This is an optimization exercise on Yosys and OpenROAD, whose aim is small area and a short achievable clock period, not a production implementation. At most, simulation tests tie the RTL to the original design; equivalence was not proved. Power and IR drop assume default switching activity.

## filter
module filter(
    clock,
    reset,
    Data_In,
    Data_Out
    );
==> flow/config.mk <==
export PLATFORM = sky130hd
export DESIGN_NAME = filter
export DESIGN_NICKNAME = filter
export VERILOG_FILES = /design/flow/design.v
export SDC_FILE = /design/flow/constraint.sdc
export NUM_CORES = 4
export LEC_CHECK = 0
export ABC_CLOCK_PERIOD_IN_PS = 3000
export CAP_MARGIN = 20
export CORE_MARGIN = 2
export CORE_UTILIZATION = 75
export PLACE_DENSITY = 0.85
export SLEW_MARGIN = 20
export SYNTH_HIERARCHICAL = 1
==> flow/constraint.sdc <==
create_clock -name core_clock -period 12.5 [get_ports {clock}]
set_input_delay 2.5000 -clock core_clock [delete_from_list [all_inputs] [get_ports {clock}]]
set_output_delay 2.5000 -clock core_clock [all_outputs]
set_load 0.01 [all_outputs]
standard.sh (not shown) runs the stock make flow with config.mk's settings and CLKGATE_MAP_FILE= SYNTH_SCRIPT=/design/flow/synth_recipe.tcl, a recipe that flattens the netlist after the stock synthesis.
==> flow/flow/run.sh <==
#!/bin/bash
# The standard layout (standard.sh) with four changes:
#  - synthesis runs flow/synth.tcl: synth_recipe.tcl, except that adder cells
#    are not extracted inside the output adder's small modules;
#  - the port buffers are sky130_fd_sc_hd__buf_2 cells;
#  - timing repair aims for more setup slack than config.mk may ask for;
#  - clock tree synthesis uses clkbuf_16 clusters of up to 30 sinks and
#    inserts no dummy loads.
# Logs: standard.log here; ORFS's own logs under orfs/logs.
set -euo pipefail
export SETUP_SLACK_MARGIN=5.95
export CTS_ARGS="-sink_clustering_enable -repair_clock_nets -dont_use_dummy_load -sink_clustering_size 30 -sink_clustering_max_diameter 80 -buf_list sky130_fd_sc_hd__clkbuf_16"
export BUFFER_PORTS_ARGS="-buffer_cell sky130_fd_sc_hd__buf_2"
sed "s#SYNTH_SCRIPT=[^ ]*#SYNTH_SCRIPT=$PWD/flow/synth.tcl#" standard.sh > own_standard.sh
grep -q "SYNTH_SCRIPT=$PWD/flow/synth.tcl" own_standard.sh
bash own_standard.sh > standard.log 2>&1
==> flow/flow/synth.tcl <==
# synth_recipe.tcl (the standard synthesis), except that full and half adder
# cells are extracted only in filter, fir_fa and fir_ha: the one-cell modules,
# of the output adder and its fir_pg* modules are left to ABC as they are.
proc synth {args} { yosys synth -nofsm -noshare {*}$args }
proc extract_fa {args} { yosys extract_fa {*}$args filter fir_fa fir_ha }
source $::env(SCRIPTS_DIR)/synth.tcl
# left out here: clear keep_hierarchy, flatten, clean up, hide names made inside functions, write 1_2_yosys.v
The first run finished with timing, DRC and antenna clean.
Change:
--- a/flow/flow/run.sh
+++ b/flow/flow/run.sh
@@ -9,5 +9,5 @@
 # Logs: standard.log here; ORFS's own logs under orfs/logs.
 set -euo pipefail
-export SETUP_SLACK_MARGIN=5.95
+export SETUP_SLACK_MARGIN=5.75
 export CTS_ARGS="-sink_clustering_enable -repair_clock_nets -dont_use_dummy_load -sink_clustering_size 30 -sink_clustering_max_diameter 80 -buf_list sky130_fd_sc_hd__clkbuf_16"
 export BUFFER_PORTS_ARGS="-buffer_cell sky130_fd_sc_hd__buf_2"
The changed run went through all stages and came out clean.
Sequential power is about the same.
Routed wire length decreases by roughly a tenth.
Final area decreases slightly.
Register-to-register slack loses 130 ps.
Utilization decreases by 1.5 points.
Setup slack loses 6.6 ps.
Clock skew decreases by 22 ps.
Final cell count decreases slightly.
Global-route usage hardly moves.
Non-clock buffer count decreases by 12.
No run of this note included a check of the RTL's function; only the layout flow was run.

---

## raven
Another version of the RTL of filter (not shown whole).
Size in the first run: ~260 flip-flops, ~27 I/O pins, about 12000 µm² of cells after synthesis.
clock: 12.5 ns
lec_check: 0
abc_clock_period_in_ps: 3000
cap_margin: 20
core_margin: 2
core_utilization: 40
cts_buf_list: sky130_fd_sc_hd__clkbuf_8
cts_cluster_diameter: 60
cts_cluster_size: 14
slew_margin: 20
synth_hierarchical: 1
==> flow/flow/run.sh <==
#!/bin/bash
# The standard layout (standard.sh) with four changes:
#  - synthesis runs flow/synth.tcl: synth_recipe.tcl, except that adder cells
#    are not extracted inside the output adder's small modules;
#  - the port buffers are sky130_fd_sc_hd__buf_2 cells;
#  - timing repair aims for more setup slack than config.mk may ask for;
#  - clock tree synthesis uses clkbuf_16 clusters of up to 30 sinks and
#    inserts no dummy loads.
# Logs: standard.log here; ORFS's own logs under orfs/logs.
set -euo pipefail
export SETUP_SLACK_MARGIN=5.7
export CTS_ARGS="-sink_clustering_enable -repair_clock_nets -dont_use_dummy_load -sink_clustering_size 30 -sink_clustering_max_diameter 80 -buf_list sky130_fd_sc_hd__clkbuf_16"
export BUFFER_PORTS_ARGS="-buffer_cell sky130_fd_sc_hd__buf_2"
sed "s#SYNTH_SCRIPT=[^ ]*#SYNTH_SCRIPT=$PWD/flow/synth.tcl#" standard.sh > own_standard.sh
grep -q "SYNTH_SCRIPT=$PWD/flow/synth.tcl" own_standard.sh
bash own_standard.sh > standard.log 2>&1
Scripts as last shown in full above: flow/flow/synth.tcl
raven reached the end of the flow, and the finished layout is clean on the timing, DRC and antenna checks.
Setup changes, raven to fjord
- CTS_CLUSTER_SIZE removed (was 14)
- CTS_CLUSTER_DIAMETER removed (was 60)
- CTS_BUF_LIST removed (was sky130_fd_sc_hd__clkbuf_8)
- PLACE_DENSITY newly set to 0.85
- CORE_UTILIZATION changed from 40 to 75
-- flow/flow/run.sh --
<<< raven, line 9
# Logs: standard.log here; ORFS's own logs under orfs/logs.
set -euo pipefail
export SETUP_SLACK_MARGIN=5.7
export CTS_ARGS="-sink_clustering_enable -repair_clock_nets -dont_use_dummy_load -sink_clustering_size 30 -sink_clustering_max_diameter 80 -buf_list sky130_fd_sc_hd__clkbuf_16"
export BUFFER_PORTS_ARGS="-buffer_cell sky130_fd_sc_hd__buf_2"
>>> fjord, line 9
# Logs: standard.log here; ORFS's own logs under orfs/logs.
set -euo pipefail
export SETUP_SLACK_MARGIN=5.62
export CTS_ARGS="-sink_clustering_enable -repair_clock_nets -dont_use_dummy_load -sink_clustering_size 30 -sink_clustering_max_diameter 80 -buf_list sky130_fd_sc_hd__clkbuf_16"
export BUFFER_PORTS_ARGS="-buffer_cell sky130_fd_sc_hd__buf_2"
Notes after the runs:
fjord vs. raven: number of tapcells decreased by 45% relative to the old numbers, count of plain and timing-repair buffers decreased 3, pin count of the biggest net entering global routing up 6, post-CTS resize count dropped 18, register-to-register slack now larger.
Edits applied to the flow inputs when going from fjord to nickel:
- removing PLACE_DENSITY (formerly 0.85)
- setting CTS_CLUSTER_DIAMETER to 60 for the first time
- changing CORE_UTILIZATION from 75 to 40
- setting CTS_BUF_LIST to sky130_fd_sc_hd__clkbuf_8 for the first time
- setting CTS_CLUSTER_SIZE to 14 for the first time
-- flow/flow/run.sh --
<<< fjord, line 9
# Logs: standard.log here; ORFS's own logs under orfs/logs.
set -euo pipefail
export SETUP_SLACK_MARGIN=5.62
export CTS_ARGS="-sink_clustering_enable -repair_clock_nets -dont_use_dummy_load -sink_clustering_size 30 -sink_clustering_max_diameter 80 -buf_list sky130_fd_sc_hd__clkbuf_16"
export BUFFER_PORTS_ARGS="-buffer_cell sky130_fd_sc_hd__buf_2"
>>> nickel, line 9
# Logs: standard.log here; ORFS's own logs under orfs/logs.
set -euo pipefail
export SETUP_SLACK_MARGIN=5.5
export CTS_ARGS="-sink_clustering_enable -repair_clock_nets -dont_use_dummy_load -sink_clustering_size 30 -sink_clustering_max_diameter 80 -buf_list sky130_fd_sc_hd__clkbuf_16"
export BUFFER_PORTS_ARGS="-buffer_cell sky130_fd_sc_hd__buf_2"
## What came out
Number of buffers other than clock buffers in the final layout: higher on fjord
Between nickel and fjord, it is nickel whose worst hold-check slack is lower, by 15 ps.
As of nickel, pin count of the biggest net entering global routing had fallen by a few percent compared to fjord.
Run comparison: fjord source of the critical timing path Data_In[2]; nickel source of the critical timing path Data_In[5]
Delta(overall power, nickel - fjord) < 0
Wire length (nickel / fjord): 0.907
nickel has smallest setup slack after layout below what fjord had.
Taking fjord as the reference, in nickel utilization lost 39 points, worst slew margin relative to its limit decreased by 5.2 points relative to the old numbers.
Setup changes, nickel to indigo
- removing CTS_BUF_LIST (formerly sky130_fd_sc_hd__clkbuf_8)
- removing CTS_CLUSTER_SIZE (formerly 14)
- removing CTS_CLUSTER_DIAMETER (formerly 60)
- changing CORE_UTILIZATION from 40 to 75
- setting PLACE_DENSITY to 0.85 for the first time
## What came out
- The endpoint of the most critical setup path comes out Data_Out[16] in one run and Data_Out[11] in the other, namely in nickel and indigo respectively.
- indigo gives more net switching power figure than nickel did.
- indigo: relative slew slack 6.2 points above nickel
- Highest attainable clock frequency essentially unchanged between indigo and nickel.
- On multi-input combinational cell area, nickel tracks indigo almost exactly.
--- input diff indigo..violet ---
- swapping 0.85 for 0.93 in PLACE_DENSITY
- swapping 75 for 85 in CORE_UTILIZATION
- Looking at the logs for indigo and violet, the single run that did not finish was violet.
- violet terminated abnormally: global routing (5_1_grt) reported GRT-0232.
- From indigo to violet the numbers moved as follows: post-synthesis xor/xnor area fraction held steady; register area share after synthesis closely matched the old numbers; horizontal die dimension lost 5.9%; final weighted congestion of routability-driven global placement went up by about 7%; synthesized cell count saw little to no change.
- Summary — post-cts resize count, violet relative to indigo: higher, by 6.
- Comparing indigo against violet, there is no change at all in number of buffers added to fix hold violations after cts.
- Taking indigo as the reference, in violet initial core utilization now sits higher; area after detailed placement dropped about 0.36%.
- violet does worse than indigo on placement-stage worst setup slack.

---

Another version of the RTL of filter (not shown whole).
Size in the first run: ~800 cells after synthesis, about 260 flip-flops, about 27 I/O pins, ~12,000 µm² of cells after synthesis.
clock: 12.5 ns
lec_check: 0
cap_margin: 20
core_margin: 2
core_utilization: 40
setup_slack_margin: 5
slew_margin: 20
synth_hierarchical: 1
run.sh (not shown) runs the stock make flow with config.mk's settings and CLKGATE_MAP_FILE= SYNTH_SCRIPT=/design/flow/synth_recipe.tcl, a recipe that flattens the netlist after the stock synthesis.
Stock flow here: none of the scripts above is used.
Then changed:
Settings changed: ABC_CLOCK_PERIOD_IN_PS set to 3000, CTS_BUF_LIST set to sky130_fd_sc_hd__clkbuf_8, CTS_CLUSTER_DIAMETER set to 60, CTS_CLUSTER_SIZE set to 14.
Result: Die area does not change. Synthesized area does not change. Power drops by about a fifth. Setup slack stays flat.
Then changed:
Settings changed: ABC_CLOCK_PERIOD_IN_PS 3000 to not set, CTS_BUF_LIST sky130_fd_sc_hd__clkbuf_8 to not set, CTS_CLUSTER_DIAMETER 60 to not set, CTS_CLUSTER_SIZE 14 to not set, SETUP_SLACK_MARGIN 5 to not set.
What happened: Area after synthesis stays the same; total power increases by 22%; die area is unchanged; via count is about the same; hold slack degrades by 0.0031 ns; final area increases by 3.4%; setup slack degrades by 0.82 ns; wire length decreases by 0.38%.
Then changed:
Settings changed: ABC_CLOCK_PERIOD_IN_PS set to 3000, CTS_BUF_LIST set to sky130_fd_sc_hd__clkbuf_4, SETUP_SLACK_MARGIN set to 5.
What happened:
- The new run passed the timing, DRC and antenna checks
- cell area barely changes
- via count climbs by 5.6%
- global-route usage climbs by 0.68 points
- setup slack gains 0.88 ns
- non-clock buffer count climbs by 5
- register-to-register slack gains 0.02 ns
- cell count climbs by 6.0%
Then changed:
Settings changed: CTS_BUF_LIST sky130_fd_sc_hd__clkbuf_4 to sky130_fd_sc_hd__clkbuf_16, CTS_CLUSTER_DIAMETER set to 100, CTS_CLUSTER_SIZE set to 25.
=> Core utilization drops by 1.3 points. Setup slack loses 0.068 ns. Synthesized area is unchanged. Fmax goes down slightly. Routed wire length fell by a few percent. Global-route usage goes down by 0.73 points. Non-clock buffer count rises by 1.
Then changed:
==> flow/flow/run.sh (new file) <==
#!/bin/bash
set -euo pipefail
export SETUP_SLACK_MARGIN=6.5
bash standard.sh > standard.log 2>&1
==> flow/standard.sh (new file) <==
#!/bin/bash
# synth_recipe.tcl (not shown) runs the flow's synth.tcl, then flattens the netlist and writes it again
# the make line also repeats each setting of config.mk as NAME=value (left out here)
make -C /OpenROAD-flow-scripts/flow DESIGN_CONFIG=/design/flow/config.mk WORK_HOME=/design/flow/orfs CLKGATE_MAP_FILE= SYNTH_SCRIPT=/design/flow/synth_recipe.tcl "${@:-finish}"
Settings changed: ABC_CLOCK_PERIOD_IN_PS 3000 to not set, CTS_BUF_LIST sky130_fd_sc_hd__clkbuf_16 to sky130_fd_sc_hd__clkbuf_4, CTS_CLUSTER_DIAMETER 100 to not set, CTS_CLUSTER_SIZE 25 to not set, SETUP_SLACK_MARGIN 5 to not set.
removed: flow/run.sh
The changed run finished clean.
Count of clock-buffer cells in the layout went up by 74.
Design area climbs by 9.9%.
Final cell count increases by 11%.
Sequential share of layout area shrinks by 3.6 points.
Die area is unchanged.
Power grows by 17%.
Global-route usage grows by 1.1 points.

what the ideal ports hide:
In the flow no input, the clock included, has a driving cell. The finished layouts below were timed again as built, in two steps.
Step 1: set_driving_cell puts a clkbuf_16 on clock and a buf_2 on each other input, an assumption about the parent block.
Step 2 adds t to the input delays and takes it off the output delays; t is the mean of the earliest and latest rising clock arrival at the registers after step 1. Input paths then give back, and output paths get back, about the clock's delay inside the block.
a / b / c = ideal ports / drivers / drivers and shift; a / b = the first two.
run | shift t [ns] | setup slack, ns | worst setup path at the end
the first run of note 1 | 0.512 | 5.637 / 5.589 / 5.589 | input to output
the second run of note 1 | 0.504 | 5.630 / 5.602 / 5.602 | input to output
raven | 0.516 | 5.677 / 5.630 / 5.630 | input to output
fjord | 0.506 | 5.667 / 5.628 / 5.628 | input to output
nickel | 0.515 | 5.592 / 5.571 / 5.571 | input to output
indigo | 0.505 | 5.585 / 5.556 / 5.556 | input to output
the first run of note 3 | 0.571 | 5.075 / 5.052 / 5.052 | input to output
the second run of note 3 | 0.580 | 5.075 / 5.054 / 5.054 | input to output
the third run of note 3 | 0.570 | 4.254 / 4.228 / 4.228 | input to output
the fourth run of note 3 | 0.673 | 5.133 / 5.109 / 5.109 | input to output
the fifth run of note 3 | 0.525 | 5.066 / 5.046 / 5.046 | input to output
the sixth run of note 3 | 0.690 | 5.256 / 5.198 / 5.198 | input to output
After both steps setup and hold are still met in every run listed. The setup slack of the sixth run of note 3, which loses most, moves by -0.058 ns with the drivers and by -0.058 ns with both steps.
